This is an optimization exercise on Yosys and OpenROAD, whose aim is small area, not a production implementation. For this run, only the layout was checked, not whether the RTL still works.

`config.mk`:
```
export PLATFORM = sky130hd
export DESIGN_NAME = ly_2257_7
export DESIGN_NICKNAME = ly_2257_7
export VERILOG_FILES = /design/flow/design.v
export SDC_FILE = /design/flow/constraint.sdc
export NUM_CORES = 4
export LEC_CHECK = 0
export CAP_MARGIN = 20
export CORE_MARGIN = 2
export CORE_UTILIZATION = 40
export SLEW_MARGIN = 20
```
`constraint.sdc`:
```
create_clock -name core_clock -period 10.0 [get_ports {clk_in}]
set_input_delay 2.0000 -clock core_clock [delete_from_list [all_inputs] [get_ports {clk_in}]]
set_output_delay 2.0000 -clock core_clock [all_outputs]
set_load 0.01 [all_outputs]
```
`design.v`:
```
module ly_2257_7_1(clk_in,rst,clk_div);   
parameter NUM_DIV = 2;      
input       clk_in;         
input       rst;
output reg  clk_div;        
reg [19:0]  count;          
always@(posedge clk_in or negedge rst)
begin
	if(!rst)
		begin
			count   <= 0;
			clk_div <= 0;
		end
	else
		begin
			if(count == NUM_DIV)
			begin
				clk_div <= !clk_div;
				count   <= 0;
			end
			else
				count   <= count + 1;
		end
end
endmodule
module ly_2257_7_2(clk_in,Key,codeout);   
input clk_in;         
input [13:0] Key;     
output reg [7:0] codeout;
always@ (*)
	begin
		if(Key[0] == 1)
			codeout = 8'b0000_0110;     
		else if(Key[1] == 1)
			codeout = 8'b0101_1011;     
		else if(Key[2] == 1)
			codeout = 8'b0100_1111;     
		else if(Key[3] == 1)
			codeout = 8'b0110_0110;     
		else if(Key[4] == 1)
			codeout = 8'b0110_1101;     
		else if(Key[5] == 1)
			codeout = 8'b0111_1100;     
		else if(Key[6] == 1)
			codeout = 8'b0000_0111;     
		else if(Key[7] == 1)
			codeout = 8'b1000_0110;     
		else if(Key[8] == 1)
			codeout = 8'b1101_1011;     
		else if(Key[9] == 1)
			codeout = 8'b1100_1111;     
		else if(Key[10] == 1)
			codeout = 8'b1110_0110;     
		else if(Key[11] == 1)
			codeout = 8'b1110_1101;     
		else if(Key[12] == 1)
			codeout = 8'b1111_1100;     
		else if(Key[13] == 1) 
			codeout = 8'b1000_0111;     
		else    
			codeout = 8'b0011_1111;	    
	end
endmodule
module ly_2257_7_3(clk_in,rst,auto,Key,clk_out,clk_out2,codeout,low,middle);
input clk_in;    
input rst;       
input auto;      
input [13:0]  Key;      
output reg   clk_out;    
output reg   clk_out2;	 
output [7:0] codeout;    
output wire  [6:0] low;   	  
output wire  [6:0] middle;   
reg [13:0] tone;             
ly_2257_7_1 #(6*3882/2) l1(clk_in,rst,low[0]);
ly_2257_7_1 #(6*3405/2) l2(clk_in,rst,low[1]);
ly_2257_7_1 #(6*3033/2) l3(clk_in,rst,low[2]);
ly_2257_7_1 #(6*2863/2) l4(clk_in,rst,low[3]);
ly_2257_7_1 #(6*2551/2) l5(clk_in,rst,low[4]);
ly_2257_7_1 #(6*2272/2) l6(clk_in,rst,low[5]);
ly_2257_7_1 #(6*2025/2) l7(clk_in,rst,low[6]);
ly_2257_7_1 #(6*1991/2) m1(clk_in,rst,middle[0]);
ly_2257_7_1 #(6*1702/2) m2(clk_in,rst,middle[1]);
ly_2257_7_1 #(6*1516/2) m3(clk_in,rst,middle[2]);
ly_2257_7_1 #(6*1431/2) m4(clk_in,rst,middle[3]);
ly_2257_7_1 #(6*1275/2) m5(clk_in,rst,middle[4]);
ly_2257_7_1 #(6*1136/2) m6(clk_in,rst,middle[5]);
ly_2257_7_1 #(6*1012/2) m7(clk_in,rst,middle[6]);
parameter NUM_DIV_4HZ = 6*2500/2;
reg [19:0] count_4HZ;
reg        clk_4HZ;
wire       step_4HZ = (count_4HZ == NUM_DIV_4HZ) && !clk_4HZ;  
always @(posedge clk_in or negedge rst)
begin
	if(!rst)
	begin
		count_4HZ <= 0;
		clk_4HZ   <= 0;
	end
	else
	begin
		if(count_4HZ == NUM_DIV_4HZ)
		begin
			clk_4HZ   <= !clk_4HZ;
			count_4HZ <= 0;
		end
		else
			count_4HZ <= count_4HZ + 1;
	end
end
reg [7:0] count;
always @(posedge clk_in or negedge rst)   
begin
	if(!rst)
		count   <= 0;
	else
	begin
		if(auto && step_4HZ)
		begin
			if(count == 61)	
				count <= 0;
			else
				count <= count + 1'b1;
		end
	end
end
always @(posedge clk_in or negedge rst)
begin
	if(!rst)
		tone <= 0;
	else
	begin
		if(!auto)	tone <= Key;
		else
		begin
			case(count)              
					 1: tone <= 14'b000_0000_000_0000; 
					 2: tone <= 14'b000_0100_000_0000; 
					 3: tone <= 14'b001_0000_000_0000; 
					 4: tone <= 14'b000_0100_000_0000; 
					 5: tone <= 14'b000_0010_000_0000; 
					 6: tone <= 14'b000_0100_000_0000; 
					 7: tone <= 14'b001_0000_000_0000; 
					 8: tone <= 14'b000_0100_000_0000; 
					 9: tone <= 14'b000_0010_000_0000; 
					10: tone <= 14'b000_0010_000_0000; 
					11: tone <= 14'b001_0000_000_0000; 
					12: tone <= 14'b000_0100_000_0000; 
					13: tone <= 14'b000_0010_000_0000; 
					14: tone <= 14'b000_0100_000_0000; 
					15: tone <= 14'b001_0000_000_0000; 
					16: tone <= 14'b000_0010_000_0000; 
					17: tone <= 14'b000_0001_000_0000; 
					18: tone <= 14'b000_0001_000_0000; 
					19: tone <= 14'b000_0001_000_0000; 
					20: tone <= 14'b000_0010_000_0000; 
					21: tone <= 14'b000_0100_000_0000; 
					22: tone <= 14'b010_0000_000_0000; 
					23: tone <= 14'b010_0000_000_0000; 
					24: tone <= 14'b000_0100_000_0000; 
					25: tone <= 14'b000_0010_000_0000; 
					26: tone <= 14'b000_0010_000_0000; 
					27: tone <= 14'b000_0010_000_0000; 
					28: tone <= 14'b000_0001_000_0000; 
					29: tone <= 14'b000_0010_000_0000; 
					30: tone <= 14'b000_0100_000_0000; 
					31: tone <= 14'b000_0100_000_0000; 
					32: tone <= 14'b001_0000_000_0000; 
					33: tone <= 14'b000_0100_000_0000; 
					34: tone <= 14'b001_0000_000_0000; 
					35: tone <= 14'b001_0000_000_0000; 
					36: tone <= 14'b000_0100_000_0000; 
					37: tone <= 14'b000_0010_000_0000; 
					38: tone <= 14'b000_0100_000_0000; 
					39: tone <= 14'b001_0000_000_0000; 
					40: tone <= 14'b000_0100_000_0000; 
					41: tone <= 14'b000_0010_000_0000; 
					42: tone <= 14'b000_0100_000_0000; 
					43: tone <= 14'b001_0000_000_0000; 
					44: tone <= 14'b000_0100_000_0000; 
					45: tone <= 14'b000_0000_001_0000; 
					46: tone <= 14'b010_0000_000_0000; 
					47: tone <= 14'b010_0000_000_0000; 
					48: tone <= 14'b000_0100_000_0000; 
					49: tone <= 14'b000_0100_000_0000; 
					50: tone <= 14'b000_0100_000_0000; 
					51: tone <= 14'b000_0010_000_0000; 
					52: tone <= 14'b000_0001_000_0000; 
					53: tone <= 14'b000_0010_000_0000; 
					54: tone <= 14'b000_0100_000_0000; 
					55: tone <= 14'b000_0010_000_0000; 
					56: tone <= 14'b000_0001_000_0000; 
					57: tone <= 14'b000_0010_000_0000; 
					58: tone <= 14'b000_0100_000_0000; 
					59: tone <= 14'b000_0010_000_0000; 
					60: tone <= 14'b010_0000_000_0000; 
					61: tone <= 14'b010_0000_000_0000; 
			endcase	
	   end
	end
end
always@(*)       
begin
	case(tone)
		default: clk_out = 0;    
		14'b000_0000_000_0000: clk_out = 0;
		14'b000_0000_000_0001: clk_out = low[0];
		14'b000_0000_000_0010: clk_out = low[1];
		14'b000_0000_000_0100: clk_out = low[2];
		14'b000_0000_000_1000: clk_out = low[3];
		14'b000_0000_001_0000: clk_out = low[4];
		14'b000_0000_010_0000: clk_out = low[5];
		14'b000_0000_100_0000: clk_out = low[6];
		14'b000_0001_000_0000: clk_out = middle[0];
		14'b000_0010_000_0000: clk_out = middle[1];
		14'b000_0100_000_0000: clk_out = middle[2];
		14'b000_1000_000_0000: clk_out = middle[3];
		14'b001_0000_000_0000: clk_out = middle[4];
		14'b010_0000_000_0000: clk_out = middle[5];
		14'b100_0000_000_0000: clk_out = middle[6];
	endcase
end
always @(*)	clk_out2 = clk_out;
ly_2257_7_2 show(
	.clk_in(clk_in),
	.Key(tone),
	.codeout(codeout)
);
endmodule
module ly_2257_7(clk_in,rst,auto,Key,clk_out,clk_out2,codeout,low,middle);
input 		clk_in; 
input 		rst; 
input			auto; 
input [13:0]Key;
output wire [7:0]	codeout;  
output wire	clk_out;		 
output wire clk_out2;	 
output wire [6:0]low;
output wire [6:0]middle;
ly_2257_7_3 play(
	.clk_in(clk_in),
	.rst(rst),
	.auto(auto),
	.Key(Key) ,
	.clk_out(clk_out),
	.codeout(codeout),
	.low(low),
	.clk_out2(clk_out2),
	.middle(middle)
);
endmodule
```
`run.sh`:
```
#!/bin/bash
# synth_recipe.tcl (not shown) runs the flow's synth.tcl, then flattens the netlist and writes it again
# the make line also repeats each setting of config.mk as NAME=value (left out here)
make -C /OpenROAD-flow-scripts/flow DESIGN_CONFIG=/design/flow/config.mk WORK_HOME=/design/flow/orfs CLKGATE_MAP_FILE= SYNTH_SCRIPT=/design/flow/synth_recipe.tcl finish
```
==> impl_metrics.ini <==
[drt]
drt_pass1_iterations = 7
wire_per_inst_um = 14.4
vias = 11100
drtIter0Drc = 748
wl_um = 31500
vias_per_cell = 5.08
drc = 0
antenna_left = 0

[yosys]
synth.most_common_cell = dfrtp_1
synth.distinct_cells = 64
avgSynthCellArea_sq_um = 10.2
synth_nets = 1635
ys_ff_latch = 337
synth_common_cells = dfrtp_1 (337), nor2_1 (241), xnor2_1 (148), nand3_1 (134), xor2_1 (127)
syn_area_sq_um = 16100
ys_warn_count = 16
ys_seq_area_share_pct = 52.3
synthTopCellsByArea = dfrtp_1 (52%), xnor2_1 (8.0%), xor2_1 (6.9%)
async_reset_ff_share_pct = 100
synth_area_leader_cell = dfrtp_1
synth_top_area_share_pct = 52.3
synth_edf_count = 0
syn-instance-count = 1587
yosys_most_used_dff = dfrtp_1

[power]
power.clock.fraction_pct = 51.7
p_sw_uw = 614
combPwrFrac_pct = 2.3
seqPwrFrac_pct = 46.0
total_power_mw = 3.00
vdd_drop_max_uv = 144
power.share.switching_pct = 20.5
intPower_mw = 2.38
p_leak_nw = 8.07
powerDensity_nw_per_um2 = 163

[clock_network]
post_cts_resized = 0
postCtsSetupRepairBufs = 0
cts.sinks = 337
cts-root-buf = clkbuf_16
hold_buffers = 0
cts.path.max_buffers = 3
htreeDepth = 2
clk_pin_slew_worst_paths_ns = 0.06
numCtsBuffers = 39
cts_tree = yes
clk-insertion-delay-late_ns = 0.53

[setup_path]
path_max_fanout = 11
path_class = register to primary output
cp.arrival_ns = 2.97
worst_setup_path_end_kind = primary output
critPathLaunchType = register
critPathRequiredTime_ns = 8.00

[finish]
nets = 1675
design_area_sq_um = 18400
areaGrowthSynthToFinish_pct = 14.2
antenna_cells = 0
post-route-util_pct = 46.3
drive_gt1_share_pct = 5.44

[placed_design]
post_dp_cell_area_sq_um = 17000
port_buffers = 40
dp_hpwl_um = 21100
gp_congestion = 0.830

[floorplan]
initial_core_util_pct = 40.6
core_sq_um = 39700
ios = 41
dieWidth_um = 205
die_height_um = 205
fp-row-count = 73
die_area_sq_um = 41900

[run]
cap_violations = 0

[global_route]
antenna_found_initial = 2
grt_max_degree = 170
grt_pass1_vias = 10900
grt_pass1_wl_um = 53700
grt.overflow.total = 0
track_usage_pct = 15.6

[sta]
hold_viol = 0
post-route-min-period_ns = 4.97
holdWs_ns = 0.463
fin_crit_sh_pct = 49.7
slew_violations = 0
final-setup-viol-count = 0
fmax_ghz = 0.201
max_slew_margin_pct = 34.6
tightest_slew_ns = 0.980
tns_ns = 0
clock_skew_ns = 0.0136
rsz0062_at_grt = no

[run_status]
outcome = no timing/DRC/antenna violations

[hold_path]
hp-class = register to register
[power groups by stage]
stage / Sequential (mW) / Combinational, mW / Clock [mW]
floorplan: 1.40 / 0.0275 / 0
global placement: 1.40 / 0.0715 / 0
detailed placement: 1.40 / 0.0718 / 0
CTS: 1.38 / 0.0723 / 1.60
global route: 1.38 / 0.0788 / 1.65
finish: 1.38 / 0.0695 / 1.55
[layer usage]
layer,GRT usage [%],part of all wire (%),up-vias
met2,24.7,46,145
met3,3.18,4.0,67
li1,-,-,5489
met5,0,0.073,-
met1,21.0,47,5362
met4,5.77,3.0,4
[cells in the final DEF (no fill, tap or decap), types with 34 or more instances in the layout]
cell | Yosys | final
dfrtp_1 | 337 | 337
inv_1 | 40 | 40
nand2_1 | 117 | 117
nand3_1 | 134 | 134
xnor2_1 | 148 | 148
o21ai_0 | 34 | 34
clkbuf_16 | 0 | 41
nor2_1 | 241 | 241
clkdlybuf4s50_1 | 0 | 39
nand4_1 | 61 | 61
and3_1 | 45 | 45
xor2_1 | 127 | 127
[cell type report]
class	instances	area (sq um)
Clock inverter	12	241
Fill cell	3685	21300
Sequential cell	337	8430
Timing Repair Buffer	46	463
Clock buffer	56	1170
Multi-Input combinational cell	1163	7290
Tap cell	525	657
Inverter	40	150
[worst max-delay path, cell delays in order, from the launching register on]
cell	delay, ns
dfrtp_1	0.49
nor4_1	0.51
nand2_1	0.14
o32ai_1	0.63
clkdlybuf4s50_1	0.67
[path summary, 6_finish.rpt]
path                            cells past startpoint                to  slack [ns]        startpoint
worst max-delay path                                4           clk_out        5.03      play.tone[3]
worst min-delay path                                1  play.l7.count[0]        0.46  play.l7.count[0]
worst max register to register                      8      play.tone[8]        7.37     play.count[1]
worst min register to register                      1  play.l7.count[0]        0.46  play.l7.count[0]
max in group asynchronous                           2      play.tone[5]        7.09               rst
min in group asynchronous                           1  play.m7.count[0]        1.47               rst
[metrics by stage]
step	setup slack, ns	cells
after floorplan	6.31	1587
after global placement	5.69	2110
after detailed placement	5.64	2110
after CTS	5.06	2178
after global routing	4.94	2179
final	5.03	2179
[cells by family (layout without fill, tap and decap cells)]
kind of cell    Yosys count  count (layout)  synth area share [%]
simple gates            754             754                  23.3
flops                   337             337                  52.3
xor+xnor                275             275                  14.9
compound gates           98              98                  3.98
buf+inv                  87             154                  2.68
fa+ha+maj                31              31                  2.41
mux                       5               5                 0.342

separate check: timing with driven ports:
How much do the figures lean on ideal ports? The routed layout below was timed once more, with nothing changed but the port constraints. Step 1 assumes that a clkbuf_16 drives the clock port and a buf_2 every other input. Step 2 moves the port delays by t, midway between the first and last clock arrival at a register: inputs arrive t later, outputs are due t later. That takes back most of the time a late clock gives input paths. Slacks: ideal ports / drivers / drivers and shift; pairs: ideal ports / drivers.
t, ns: 0.575
setup WS [ns]: 5.035 / 4.985 / 5.560
slew at the worst register clock pin (ns): 0.06 / 0.06
worst slew at a driven data input, ns: 0.09
After both steps this run still meets setup and hold. For this run, drivers alone change the setup slack by -0.050 ns; drivers and shift together by +0.525 ns.
